Context: an optimization exercise on an open-source flow, tuned for small area, a short achievable clock period and few clock cycles per item. The choices shown serve that exercise and are no tape-out recipe.
No run shown here included a check of the RTL's function; only the layout flow was run.
No driver is modelled on the clock port, so clocking that relies on it looks cheaper here than on a real chip.
Power and IR drop assume default switching activity.

## flow/design.v (module list and top-level ports; edited modules follow where they fit)
// module fa_cell: 4 lines
// module ks_nor: 1 lines
// module ks_nand: 1 lines
// module ks_xor: 1 lines
// module ks_aoi: 1 lines
// module ks_oai: 1 lines
// module mkMACBuff: 4749 lines
module mkMACBuff (
    input  CLK,
    input  RST_N,
    input  EN_mac,
    output RDY_mac,
    input  [15:0] mac_vectA_0,
    input  [15:0] mac_vectB_0,
    input  [15:0] mac_vectA_1,
    input  [15:0] mac_vectB_1,
    input  [15:0] mac_vectA_2,
    input  [15:0] mac_vectB_2,
    input  [15:0] mac_vectA_3,
    input  [15:0] mac_vectB_3,
    output EN_writeMem,
    output [5:0] writeMem_addr,
    output [33:0] writeMem_val,
    input  EN_blockRead,
    output RDY_blockRead,
    output EN_readMem,
    output [5:0] readMem_addr,
    input  [33:0] readMem_val,
    output VALID_memVal,
    output [33:0] memVal_data
);
  // ...
==> flow/flow/run.sh <==
#!/bin/bash
# The standard layout (the standard.sh, standard synthesis unchanged), with
# one change: the port buffers that global placement inserts on every input
# and output are buf_2 cells instead of the default choice.
# Each ORFS step writes its full log under orfs/logs/; make's own output goes
# to standard.log.
bash standard.sh BUFFER_PORTS_ARGS="-buffer_cell sky130_fd_sc_hd__buf_2" finish > standard.log 2>&1
==> flow/standard.sh <==
#!/bin/bash
# synth_recipe.tcl (not shown) runs the flow's synth.tcl, then flattens the netlist and writes it again
# the make line also repeats each setting of config.mk as NAME=value (left out here)
make -C /OpenROAD-flow-scripts/flow DESIGN_CONFIG=/design/flow/config.mk WORK_HOME=/design/flow/orfs CLKGATE_MAP_FILE= SYNTH_SCRIPT=/design/flow/synth_recipe.tcl "${@:-finish}"
==> flow/config.mk <==
export PLATFORM = sky130hd
export DESIGN_NAME = mkMACBuff
export DESIGN_NICKNAME = mkMACBuff
export VERILOG_FILES = /design/flow/design.v
export SDC_FILE = /design/flow/constraint.sdc
export NUM_CORES = 4
export LEC_CHECK = 0
export CAP_MARGIN = 20
export CORE_MARGIN = 2
export CORE_UTILIZATION = 40
export CTS_CLUSTER_DIAMETER = 100
export CTS_CLUSTER_SIZE = 20
export PLACE_DENSITY = 0.75
export SETUP_SLACK_MARGIN = 2.0
export SLEW_MARGIN = 20
export SYNTH_HIERARCHICAL = 1
export SYNTH_MINIMUM_KEEP_SIZE = 0
==> flow/constraint.sdc <==
create_clock -name core_clock -period 4.5 [get_ports {CLK}]
set_input_delay 0.9000 -clock core_clock [delete_from_list [all_inputs] [get_ports {CLK}]]
set_output_delay 0.9000 -clock core_clock [all_outputs]
set_load 0.01 [all_outputs]
==> results_tabular.tex, run 1 <==
\begin{tabular}{lr}
\hline
Metric & Value \\
\hline
\multicolumn{2}{l}{\textbf{Synthesis}} \\
\quad Cells after synthesis & between 3,000 and 4,000 \\
\quad Synth Area in Compound Gates & roughly 2.2\% \\
\quad Fraction of synthesized area in multiplexers & 0.07922\% \\
\quad Post-synth top area share & a little under half \\
\quad Synth unique cells & 33 \\
\quad Async S/R FF share, synth & between 3 and 4\% \\
\quad Avg Inst Size Synth & 11.98 µm² \\
\multicolumn{2}{l}{\textbf{Worst setup path}} \\
\quad Crit path max-delay family & adder cells \\
\quad Crit-path max cell delay & just under 600 ps \\
\quad Critical path start-end classification & flop to flop \\
\quad Cell depth of the worst flop-to-flop path & 5 \\
\quad Worst-path cell chain & buf\_4 -> nand2\_1 -> fa\_1 -> fa\_1 -> fa\_1 \\
\quad Endpoint required time on the critical path & 5000 ps \\
\quad FF-to-FF Start & a3\_r[6] \\
\quad End point of the critical path & t1\_s1193 \\
\multicolumn{2}{l}{\textbf{Power and ir drop}} \\
\quad Combinational fraction of design power & 48.8\% \\
\quad Power Density & between 600 and 700 nW/µm² \\
\quad Highest-power group & combinational logic \\
\multicolumn{2}{l}{\textbf{Clock tree}} \\
\quad Buffer levels on the longest clock path & 3 \\
\quad Clock latency reported for the late side of the worst-skew pair & between 600 and 700 ps \\
\quad \# H-tree levels & 2 \\
\quad TritonCTS sink count & roughly 690 \\
\quad Number of buffers created by CTS & 43 \\
\multicolumn{2}{l}{\textbf{Placed design}} \\
\quad Half-perimeter wire length after detailed placement & 95.19 mm \\
\quad Final weighted congestion in routability-driven placement & roughly 0.94 \\
\multicolumn{2}{l}{\textbf{Final layout}} \\
\quad Diodes inserted & 3 \\
\quad Max FFs per register & 34 \\
\quad Area delta synth->final & 8.026\% \\
\quad Layout cell share with drive strength beyond 1 & about 14\% \\
\multicolumn{2}{l}{\textbf{Drt}} \\
\quad Vias per inst & about 5.2 \\
\quad Post-DR wirelength/cell & approximately 25 µm \\
\quad Total met3 wirelength after detailed routing & about 16 mm \\
\quad Highest routed layer & met5 \\
\quad Met2 routed wirelength & around 53 mm \\
\multicolumn{2}{l}{\textbf{Job}} \\
\quad Count of maximum capacitance violations & 0 \\
\multicolumn{2}{l}{\textbf{Worst hold path}} \\
\quad Worst min-delay path class & input port to asynchronous set/reset pin \\
\multicolumn{2}{l}{\textbf{Outcome}} \\
\quad Run status & finished clean \\
\multicolumn{2}{l}{\textbf{Global routing}} \\
\quad Met2 usage & between 30\% and 40\% \\
\hline
\end{tabular}
==> inputs of run 2 (changes only) <==
==> flow/flow/run.sh (replaced) <==
#!/bin/bash
# The standard layout (the standard.sh, standard synthesis unchanged), with
# two changes:
#  - the port buffers that global placement inserts on every input and output
#    are buf_2 cells instead of the default choice;
#  - before detailed placement, flow/upsize_inputs.tcl gives the input
#    registers (fanout 16 each) the dfxtp_4 drive strength.
# Each ORFS step writes its full log under orfs/logs/; make's own output goes
# to standard.log.
bash standard.sh BUFFER_PORTS_ARGS="-buffer_cell sky130_fd_sc_hd__buf_2" \
  PRE_DETAIL_PLACE_TCL="$PWD/flow/upsize_inputs.tcl" finish > standard.log 2>&1
==> flow/flow/upsize_inputs.tcl (new file) <==
set n 0
foreach inst [get_cells {a*_r* b*_r*}] {
  set m [get_property [get_lib_cells -of_objects $inst] name]
  if {$m ne "sky130_fd_sc_hd__dfxtp_4"} {
    replace_cell $inst sky130_fd_sc_hd__dfxtp_4
    incr n
  }
}
puts "upsize_inputs.tcl: resized $n input registers to sky130_fd_sc_hd__dfxtp_4"
--- a/flow/config.mk
+++ b/flow/config.mk
@@ -10,7 +10,6 @@
 export CORE_UTILIZATION = 40
 export CTS_CLUSTER_DIAMETER = 100
 export CTS_CLUSTER_SIZE = 20
-export PLACE_DENSITY = 0.75
 export SETUP_SLACK_MARGIN = 2.0
 export SLEW_MARGIN = 20
 export SYNTH_HIERARCHICAL = 1
==> results_tabular.tex, run 2 <==
\begin{tabular}{lr}
\hline
Metric & Value \\
\hline
\multicolumn{2}{l}{\textbf{Outcome}} \\
\quad Run status & finished clean \\
\multicolumn{2}{l}{\textbf{Global routing}} \\
\quad Initial antenna violation count & 7 \\
\quad GR Overflow Total & 0 \\
\quad Number of global-route vias before repair & 26,770 \\
\quad Largest net degree at the start of global routing & 28 \\
\quad Total global routing track utilization & a little under a quarter \\
\quad First-pass GRT wire length & roughly 180 mm \\
\multicolumn{2}{l}{\textbf{Worst setup path}} \\
\quad Worst Path Arrival & 3060 ps \\
\quad Endpoint required time on the critical path & 5020 ps (+20 ps) \\
\quad Type of origin of the critical path & flop \\
\quad Critical Path Sink Type & flop \\
\quad Worst-path fanout max & 9 \\
\quad Critical path start-end classification & flop to flop \\
\multicolumn{2}{l}{\textbf{Clock tree}} \\
\quad Clock latency reported for the late side of the worst-skew pair & 660 ps (about the same) \\
\quad Clock input transition at the sequential cells of the worst setup and hold paths & roughly 90 ps \\
\quad Number of buffers created by CTS & 43 (unchanged) \\
\quad Buffer levels on the longest clock path & 3 (unchanged) \\
\quad \# H-tree levels & 2 (unchanged) \\
\quad TritonCTS sink count & 693 (unchanged) \\
\quad Number of hold buffers added after cts & 0 \\
\quad Root Buffer Master & sky130\_fd\_sc\_hd\_\_clkbuf\_16 \\
\quad Clock tree from TritonCTS & yes \\
\multicolumn{2}{l}{\textbf{Synthesis}} \\
\quad Total of warnings raised by yosys & 7 \\
\quad Synth unique cells & 33 (unchanged) \\
\quad Async S/R FF share, synth & 3.896\% (unchanged) \\
\quad Total standard cell area after synthesis & about 40,000 µm² \\
\quad Number of enable-type register cells in the synthesized netlist & 0 \\
\quad Net count after synthesis & about 4,600 \\
\quad Ranking of synthesized cells by area & sky130\_fd\_sc\_hd\_\_fa\_1 (47\%), sky130\_fd\_sc\_hd\_\_dfxtp\_1 (32\%), sky130\_fd\_sc\_hd\_\_nand2\_1 (10\%) \\
\quad Cells after synthesis & 3,428 (unchanged) \\
\quad Yosys reg bits & roughly 690 \\
\quad Most used flip-flop cell after synthesis & sky130\_fd\_sc\_hd\_\_dfxtp\_1 \\
\quad Sequential cell area fraction in the yosys report & between 30 and 40\% \\
\quad Post-synthesis cell type with the largest combined area & sky130\_fd\_sc\_hd\_\_fa\_1 \\
\quad Most frequent cells after synthesis & sky130\_fd\_sc\_hd\_\_nand2\_1 (1,093), sky130\_fd\_sc\_hd\_\_fa\_1 (965), sky130\_fd\_sc\_hd\_\_dfxtp\_1 (666) \\
\quad Post-synth top area share & 47.05\% (unchanged) \\
\quad Most common cell in the netlist & sky130\_fd\_sc\_hd\_\_nand2\_1 \\
\quad Avg Inst Size Synth & 11.98 µm² (unchanged) \\
\multicolumn{2}{l}{\textbf{Power and ir drop}} \\
\quad Internal power consumption & 16.70 mW \\
\quad Combinational fraction of design power & 48.8\% (about the same) \\
\quad Power Density & 643.0 nW/µm² (+0.73\%) \\
\quad Largest voltage drop on the vdd net & roughly 300 µV \\
\quad P\_sw & about 12 mW \\
\quad Clock power share & between 10 and 15\% \\
\quad Sequential group share of total power & 36.6\% \\
\quad Leakage Power & approximately 16 nW \\
\quad Share of total power consumed by net switching & approximately two fifths \\
\quad Post-layout power & approximately 29 mW \\
\multicolumn{2}{l}{\textbf{Final layout}} \\
\quad Register ranked first by flip-flop count & res \\
\quad Leading cell type in the layout, fill and taps excluded & sky130\_fd\_sc\_hd\_\_nand2\_1 \\
\quad Layout Nets & 4,536 \\
\quad Area delta synth->final & 8.514\% \\
\quad Total of fill cells in the finished design & between 9,000 and 10,000 \\
\quad Max FFs per register & 34 (unchanged) \\
\quad Post-route cell area & $\sim$45,000 µm² \\
\quad Layout cell share with drive strength beyond 1 & 13.88\% (+0.10 points) \\
\quad Highest-count cells in the layout ignoring fill and taps & sky130\_fd\_sc\_hd\_\_nand2\_1 (1,093), sky130\_fd\_sc\_hd\_\_fa\_1 (955), sky130\_fd\_sc\_hd\_\_dfxtp\_1 (538), sky130\_fd\_sc\_hd\_\_buf\_2 (182), sky130\_fd\_sc\_hd\_\_dfxtp\_4 (128) \\
\multicolumn{2}{l}{\textbf{Placed design}} \\
\quad Half-perimeter wire length after detailed placement & 99.05 mm (+4.1\%) \\
\quad Final weighted congestion in routability-driven placement & 0.9393 (about the same) \\
\quad Standard cell area after detailed placement & about 43,000 µm² \\
\quad Buffers added on ports & between 150 and 200 \\
\multicolumn{2}{l}{\textbf{Floorplan}} \\
\quad Core outline area & approximately 100,000 µm² \\
\quad Starting Density & about two fifths \\
\quad IO Count & around 250 \\
\quad Die Outline Area & 105,200 µm² \\
\quad Die span in y & roughly 320 µm \\
\quad X dimension of the die & 324.4 µm \\
\quad Number of rows created at floorplan & around 120 \\
\multicolumn{2}{l}{\textbf{STA}} \\
\quad Fin. Hold Viols & 0 \\
\quad Shortest period the worst path allows & $\sim$2500 ps \\
\quad Final setup violation count & 0 \\
\quad Setup repair after global routing missed its margin & yes \\
\quad Maximum clock skew at final layout & 26.94 ps \\
\quad Slew at the pin closest to its max-slew limit & 669.3 ps \\
\quad Number of max-slew violations in the final report & 0 \\
\quad Setup TNS & 0 ps \\
\quad Max transition margin & 55.23\% \\
\quad Share of the clock period used by the worst path & between 50\% and 60\% \\
\quad Upper clock frequency limit & just under 400 MHz \\
\multicolumn{2}{l}{\textbf{Drt}} \\
\quad Iteration count of the initial detailed-routing pass & 6 \\
\quad Post-detailed-route count of antenna-violating nets & 0 \\
\quad 1st-iter DRT viols & just over 2,000 \\
\quad Post-DR wirelength/cell & 24.87 µm (+1.1\%) \\
\quad Aggregate routed wire length & $\sim$120 mm \\
\quad Drc violations & 0 \\
\quad Vias per inst & 5.122 (-2.3\%) \\
\quad Routed vias & 24,540 \\
\multicolumn{2}{l}{\textbf{Worst hold path}} \\
\quad Worst min-delay path class & input port to asynchronous set/reset pin \\
\multicolumn{2}{l}{\textbf{Job}} \\
\quad Count of maximum capacitance violations & 0 (unchanged) \\
\hline
\end{tabular}
[run 2: cell counts after synthesis]
No cell type changed its count.
[run 2: kinds of logic (layout without fill, tap and decap cells)]
| family | count (synthesis) | count (layout) | share of synthesized area, % |
|---|---|---|---|
| AOI/OAI and AO/OA | 123 | 123 | 2.157 |
| xor gates and xnor gates | 70 | 70 | 1.493 |
| adders and majority gates | 979 | 979 | 47.47 |
| buffers and inverters | 364 | 358 | 3.638 |
| DFF | 693 | 693 | 34.12 |
| muxes | 3 | 3 | 0.07922 |
| other | 0 | 2 | 0 |
| and+or+nand+nor | 1196 | 1196 | 11.04 |
[run 2: repair_timing]
action | CTS | global route
gates resized for setup | 2 | 10
buffers inserted | 0 | 6
endpoints found under the setup margin | 2 | 14
[run 2: worst paths after layout]
kind	startpoint	depth (start not counted)	slack (ps)	to
worst min-delay path	RST_N	1	240	wr_addr[0]
min in group core_clock	t1_c1106	0	330	t2_t1_c1106
worst max-delay path	b0_r[9]	5	1960	t1_s1161
worst max register to register	b0_r[9]	5	1960	t1_s1161
max in group asynchronous	RST_N	1	3850	mac_cnt[5]
worst min register to register	t1_c1106	0	330	t2_t1_c1106
[run 2: power by group through the flow]
stage	Combinational, mW	Clock, mW	Sequential [mW]
6_report	14.0	4.20	10.5
5_1_grt	16.0	4.52	10.7
4_1_cts	14.1	4.32	10.5
3_5_place_dp	14.1	0	10.6
3_3_place_gp	13.7	0	10.6
2_1_floorplan	9.01	0	9.86
[run 2: cell type report]
| cell class | instances | area, µm² | area share, % |
|---|---|---|---|
| inverters | 73 | 274.0 | 0.6150 |
| flip-flops and latches | 693 | 14490 | 32.52 |
| diodes | 2 | 5.005 | 0.01123 |
| multi-input cells | 2371 | 25590 | 57.42 |
| clock buffers | 67 | 1217 | 2.732 |
| well taps | 1368 | 1712 | 3.841 |
| clock inverters | 9 | 98.84 | 0.2218 |
| repair buffers | 209 | 1174 | 2.634 |
[run 2: metal layers]
| layer | track usage (%) | wire [µm] | share of wire [%] | vias up |
|---|---|---|---|---|
| li1 | - | - | - | 10100 |
| met1 | 32.27 | 50500 | 42 | 12940 |
| met2 | 34.33 | 51770 | 43 | 1347 |
| met3 | 7.047 | 14410 | 12 | 156 |
| met4 | 5.268 | 2507 | 2.1 | 0 |
| met5 | 0 | 0 | 0 | - |
[run 2: critical path, stage by stage, from the launching register on]
cell                       delay, ps
sky130_fd_sc_hd__dfxtp_4         470
sky130_fd_sc_hd__clkbuf_8        240
sky130_fd_sc_hd__nand2_1          90
sky130_fd_sc_hd__fa_1            460
sky130_fd_sc_hd__fa_1            670
sky130_fd_sc_hd__fa_1            490
[run 2: per-module statistics from Yosys (local to each module, per instance)]
module,times used,flops+latches,cells
ks_nand,57,0,1
mkMACBuff,1,693,2188
ks_nor,79,0,1
fa_cell,965,0,1
ks_oai,47,0,1
ks_xor,26,0,1
ks_aoi,66,0,1
[run 2: through the flow]
stage	instances	utilization, %	hold slack (ps)	setup slack, ps
floorplan	3428	-	309.6	2003
global placement	4708	41.89	312.3	1571
detailed placement	4708	42.36	312.1	1969
CTS	4784	43.66	217.2	2000
global route	4792	43.80	267.4	1945
finish	4792	43.80	237.5	1958
==> inputs of run 3 (changes only) <==
==> flow/flow/run.sh (replaced) <==
#!/bin/bash
# The standard layout (the standard.sh, standard synthesis unchanged), with
# two changes:
#  - the port buffers that global placement inserts on every input and output
#    are buf_2 cells instead of the default choice;
#  - before clock tree synthesis, flow/t1_clock.tcl puts the first tree
#    register bank (t1_*) behind one extra clock buffer: useful skew between
#    register banks inside the datapath (no port-facing register is moved).
# Each ORFS step writes its full log under orfs/logs/; make's own output goes
# to standard.log.
bash standard.sh BUFFER_PORTS_ARGS="-buffer_cell sky130_fd_sc_hd__buf_2" \
  PRE_CTS_TCL="$PWD/flow/t1_clock.tcl" finish > standard.log 2>&1
==> flow/flow/t1_clock.tcl (new file) <==
# Hook run before clock tree synthesis: the first tree register bank (t1_*)
# gets its clock through one extra clock buffer, so its clock arrives a
# little later than the other registers' (useful skew between the input
# registers, whose paths to t1 are the longest register-to-register paths,
# and the t2 registers). Only paths between registers are affected: t1
# registers neither take inputs from ports nor drive outputs.
set block [ord::get_db_block]
set clk_net [$block findNet CLK]
set master [[ord::get_db] findMaster sky130_fd_sc_hd__clkbuf_16]
set buf [odb::dbInst_create $block $master skew_t1_clkbuf]
set net [odb::dbNet_create $block skew_t1_clk]
$net setSigType CLOCK
[$buf findITerm A] connect $clk_net
[$buf findITerm X] connect $net
set n 0
set sx 0
set sy 0
foreach inst [$block getInsts] {
  if {[string match "t1_*" [$inst getName]] && [string match "sky130_fd_sc_hd__df*" [[$inst getMaster] getName]]} {
    set it [$inst findITerm CLK]
    $it disconnect
    $it connect $net
    set loc [$inst getLocation]
    incr sx [lindex $loc 0]
    incr sy [lindex $loc 1]
    incr n
  }
}
$buf setLocation [expr {$sx / $n}] [expr {$sy / $n}]
$buf setPlacementStatus PLACED
puts "t1_clock.tcl: moved $n t1 registers to clock net skew_t1_clk"
--- a/flow/config.mk
+++ b/flow/config.mk
@@ -10,7 +10,7 @@
 export CORE_UTILIZATION = 40
 export CTS_CLUSTER_DIAMETER = 100
 export CTS_CLUSTER_SIZE = 20
-export SETUP_SLACK_MARGIN = 2.0
+export SETUP_SLACK_MARGIN = 2.15
 export SLEW_MARGIN = 20
 export SYNTH_HIERARCHICAL = 1
 export SYNTH_MINIMUM_KEEP_SIZE = 0
removed: flow/flow/upsize_inputs.tcl
==> results_tabular.tex, run 3 <==
\begin{tabular}{lr}
\hline
Metric & Value \\
\hline
\multicolumn{2}{l}{\textbf{Floorplan}} \\
\quad Core outline area & 101,700 µm² (unchanged) \\
\quad X dimension of the die & 324.4 µm (unchanged) \\
\quad IO Count & 251 (unchanged) \\
\quad Die span in y & 324.4 µm (unchanged) \\
\quad Number of rows created at floorplan & 117 (unchanged) \\
\quad Starting Density & 40.36\% (unchanged) \\
\quad Die Outline Area & 105,200 µm² (unchanged) \\
\multicolumn{2}{l}{\textbf{STA}} \\
\quad Maximum clock skew at final layout & 180.3 ps (+153.4 ps) \\
\quad Setup repair after global routing missed its margin & yes \\
\quad Slew at the pin closest to its max-slew limit & 691.2 ps (+21.90 ps) \\
\quad Share of the clock period used by the worst path & 52.26\% (-4.2 points) \\
\quad Upper clock frequency limit & 425.2 MHz (+8.1\%) \\
\quad Worst hold slack & 134.4 ps (-103.1 ps) \\
\quad Max transition margin & 53.76\% (-1.5 points) \\
\quad Fin. Hold Viols & 0 (unchanged) \\
\quad Final setup violation count & 0 (unchanged) \\
\quad Shortest period the worst path allows & 2352 ps (-190.4 ps) \\
\quad Number of max-slew violations in the final report & 0 (unchanged) \\
\quad Setup TNS & 0 ps (unchanged) \\
\multicolumn{2}{l}{\textbf{Clock tree}} \\
\quad Number of hold buffers added after cts & 0 (unchanged) \\
\quad Clock latency reported for the late side of the worst-skew pair & 920 ps (+260 ps) \\
\quad Clock input transition at the sequential cells of the worst setup and hold paths & 80 ps (about the same) \\
\quad Clock tree from TritonCTS & yes \\
\multicolumn{2}{l}{\textbf{Synthesis}} \\
\quad Total standard cell area after synthesis & 41,060 µm² (unchanged) \\
\quad Cells after synthesis & 3,428 (unchanged) \\
\quad Async S/R FF share, synth & 3.896\% (unchanged) \\
\quad Yosys reg bits & 693 (unchanged) \\
\quad Net count after synthesis & 4,573 (unchanged) \\
\quad Post-synth top area share & 47.05\% (unchanged) \\
\quad Number of enable-type register cells in the synthesized netlist & 0 (unchanged) \\
\quad Most used flip-flop cell after synthesis & sky130\_fd\_sc\_hd\_\_dfxtp\_1 \\
\quad Most frequent cells after synthesis & sky130\_fd\_sc\_hd\_\_nand2\_1 (1,093), sky130\_fd\_sc\_hd\_\_fa\_1 (965), sky130\_fd\_sc\_hd\_\_dfxtp\_1 (666) \\
\quad Most common cell in the netlist & sky130\_fd\_sc\_hd\_\_nand2\_1 \\
\quad Ranking of synthesized cells by area & sky130\_fd\_sc\_hd\_\_fa\_1 (47\%), sky130\_fd\_sc\_hd\_\_dfxtp\_1 (32\%), sky130\_fd\_sc\_hd\_\_nand2\_1 (10\%) \\
\quad Total of warnings raised by yosys & 7 (unchanged) \\
\quad Post-synthesis cell type with the largest combined area & sky130\_fd\_sc\_hd\_\_fa\_1 \\
\quad Sequential cell area fraction in the yosys report & 34.12\% (unchanged) \\
\quad Avg Inst Size Synth & 11.98 µm² (unchanged) \\
\quad Synth unique cells & 33 (unchanged) \\
\multicolumn{2}{l}{\textbf{Drt}} \\
\quad Iteration count of the initial detailed-routing pass & 5 (-1) \\
\quad Aggregate routed wire length & 122.3 mm (+2.6\%) \\
\quad Drc violations & 0 (unchanged) \\
\quad Vias per inst & 5.128 (+0.13\%) \\
\quad Post-detailed-route count of antenna-violating nets & 0 (unchanged) \\
\quad Post-DR wirelength/cell & 25.47 µm (+2.4\%) \\
\quad 1st-iter DRT viols & 2,190 (+7.8\%) \\
\quad Routed vias & 24,630 (+0.34\%) \\
\multicolumn{2}{l}{\textbf{Final layout}} \\
\quad Final non-filler cell total & 4,802 (+0.21\%) \\
\quad Register ranked first by flip-flop count & res \\
\quad Leading cell type in the layout, fill and taps excluded & sky130\_fd\_sc\_hd\_\_nand2\_1 \\
\quad Post-route cell area & 44,920 µm² (+0.82\%) \\
\quad Highest-count cells in the layout ignoring fill and taps & sky130\_fd\_sc\_hd\_\_nand2\_1 (1,093), sky130\_fd\_sc\_hd\_\_fa\_1 (944), sky130\_fd\_sc\_hd\_\_dfxtp\_1 (538), sky130\_fd\_sc\_hd\_\_buf\_2 (181), sky130\_fd\_sc\_hd\_\_dfxtp\_4 (116) \\
\quad Area delta synth->final & 9.403\% \\
\quad Layout cell share with drive strength beyond 1 & 15.04\% (+1.2 points) \\
\quad Layout Nets & 4,553 (+0.37\%) \\
\quad Max FFs per register & 34 (unchanged) \\
\multicolumn{2}{l}{\textbf{Worst hold path}} \\
\quad Worst min-delay path class & input port to asynchronous set/reset pin \\
\multicolumn{2}{l}{\textbf{Placed design}} \\
\quad Placed Instances & 4,707 (-0.021\%) \\
\quad Half-perimeter wire length after detailed placement & 99.06 mm (about the same) \\
\quad Standard cell area after detailed placement & 42,610 µm² (-1.1\%) \\
\quad Final weighted congestion in routability-driven placement & 0.9433 (+0.43\%) \\
\quad Buffers added on ports & 182 (unchanged) \\
\multicolumn{2}{l}{\textbf{Global routing}} \\
\quad Initial antenna violation count & 9 (+2) \\
\quad First-pass GRT wire length & 182.6 mm (+3.1\%) \\
\quad Total global routing track utilization & 23.57\% (+0.79 points) \\
\quad GR Overflow Total & 0 (unchanged) \\
\quad Largest net degree at the start of global routing & 28 (unchanged) \\
\quad Number of global-route vias before repair & 27,210 (+1.6\%) \\
\multicolumn{2}{l}{\textbf{Power and ir drop}} \\
\quad Power Density & 658.2 nW/µm² (+2.4\%) \\
\quad Sequential group share of total power & 35.4\% (-1.2 points) \\
\quad Combinational fraction of design power & 47.8\% (-1.0 points) \\
\quad Clock power share & 16.8\% (+2.1 points) \\
\quad Largest voltage drop on the vdd net & 335.3 µV (+9.5\%) \\
\quad Internal power consumption & 17.19 mW (+2.9\%) \\
\quad Share of total power consumed by net switching & 41.86\% (+0.16 points) \\
\quad Post-layout power & 29.57 mW (+3.2\%) \\
\quad Leakage Power & 16.36 nW (+1.1\%) \\
\quad P\_sw & 12.38 mW (+3.6\%) \\
\multicolumn{2}{l}{\textbf{Worst setup path}} \\
\quad Type of origin of the critical path & flop \\
\quad Worst Path Arrival & 3220 ps (+160 ps) \\
\quad FF-to-FF Start & a0\_r[0] \\
\quad Endpoint required time on the critical path & 5370 ps (+350 ps) \\
\quad Start point of the critical path & a0\_r[0] \\
\quad Critical Path Sink Type & flop \\
\quad Worst-path fanout max & 16 (+7) \\
\quad Critical path start-end classification & flop to flop \\
\multicolumn{2}{l}{\textbf{Job}} \\
\quad Count of maximum capacitance violations & 0 (unchanged) \\
\multicolumn{2}{l}{\textbf{Outcome}} \\
\quad Run status & finished clean \\
\hline
\end{tabular}
==> run 3: cell counts after synthesis <==
Identical to the previous run, type by type.
==> run 3: timing repair <==
item / CTS / global route
endpoints found under the setup margin: 298 / 65
pin swaps: 0 / 1
buffers inserted: 6 / 7
resized for setup: 223 / 50
==> run 3: worst max-delay path, cell delays in order (launching register included) <==
cell                      delay [ps]
sky130_fd_sc_hd__dfxtp_4         500
sky130_fd_sc_hd__nand2_1         130
sky130_fd_sc_hd__fa_2            710
sky130_fd_sc_hd__fa_2            560
sky130_fd_sc_hd__fa_1            550
==> run 3: metal layers <==
| metal | global-route usage, % | part of all wire, % |
|---|---|---|
| met1 | 32.39 | 41 |
| met2 | 35.41 | 43 |
| met3 | 8.470 | 13 |
| met4 | 6.269 | 2.8 |
| met5 | 0 | 0 |
==> run 3: stage by stage <==
stage	util [%]	worst slack, ps
after CTS	43.96	2140
final	44.15	2148
after global routing	44.15	2103
after global placement	41.89	1549
after detailed placement	41.89	1523
after floorplan	-	2141
==> run 3: modules after synthesis (local to each module, per instance) <==
module     area [µm²]  cells  flops+latches  copies in the design
ks_xor          8.758      1              0                    26
ks_nor          3.754      1              0                    79
ks_oai          5.005      1              0                    47
mkMACBuff       20190   2188            693                     1
ks_nand         3.754      1              0                    57
ks_aoi          8.758      1              0                    66
fa_cell         20.02      1              0                   965
==> run 3: final timing paths <==
check                         endpoint  slack (ps)  cells past startpoint
setup / recovery              t1_s1239        2150                      4
setup reg to reg              t1_s1239        2150                      4
hold reg to reg            t3_t2_s1815         320                      0
hold / removal              wr_addr[1]         130                      1
min in group core_clock       b0_r[12]         230                      1
max in group asynchronous   rd_addr[3]        3930                      1
==> run 3: final cells by class, without the clock buffers <==
| class | count | area, µm² |
|---|---|---|
| plain buffers | 1 | 25.02 |
| well taps | 1368 | 1712 |
| flip-flops and latches | 693 | 14460 |
| inverters | 73 | 274.0 |
| diodes | 3 | 7.507 |
| fillers | 9289 | 56820 |
| repair buffers | 215 | 1194 |
| clock inverters | 19 | 255.2 |
| multi-input cells | 2371 | 25620 |
==> run 3: power by group through the flow <==
stage / clock [mW] / combinational [mW] / sequential [mW]
2_1_floorplan: 0 / 9.06 / 9.86
3_3_place_gp: 0 / 13.9 / 10.6
3_5_place_dp: 0 / 14.3 / 10.6
4_1_cts: 5.10 / 14.3 / 10.5
5_1_grt: 5.28 / 16.1 / 10.7
6_report: 4.96 / 14.1 / 10.5
==> run 3: cell families (layout without fill, tap and decap cells) <==
group | Yosys count | in the layout | synth area share, %
and+or+nand+nor | 1196 | 1196 | 11.04
adders and majority gates | 979 | 979 | 47.47
DFF | 693 | 693 | 34.12
buffers and inverters | 364 | 367 | 3.638
AOI/OAI and AO/OA | 123 | 123 | 2.157
xor gates and xnor gates | 70 | 70 | 1.493
muxes | 3 | 3 | 0.07922
other | 0 | 3 | 0

-- separate check: timing with driven ports --
The results above use ideal ports. As a check the final layouts listed here were re-extracted and re-timed, cells and wires unchanged.
Step 1 sets driving cells, clkbuf_16 on the clock port and buf_2 on the other inputs (assumed; they add their load-dependent delay and slew).
Step 2 also shifts input and output timing later by t, the mid clock arrival at the registers, as if the neighbouring blocks saw the same clock.
Slacks: no drivers / after step 1 / after step 2; pairs: no drivers / after step 1.
run | t (ns) | slack for setup (ns) | hold slack, ns | latest minus earliest clock arrival (ns) | worst data-port slew with drivers (ns)
run 1 | 0.700 | 1.965 / 1.965 / 1.965 | 0.271 / 0.230 / 0.330 | 0.052 / 0.052 | 0.08
run 2 | 0.716 | 1.958 / 1.958 / 1.958 | 0.238 / 0.188 / 0.331 | 0.029 / 0.030 | 0.11
run 3 | 0.920 | 2.148 / 2.114 / 2.148 | 0.134 / 0.068 / 0.322 | 0.187 / 0.187 | 0.07
After both steps every run listed still meets setup and hold.
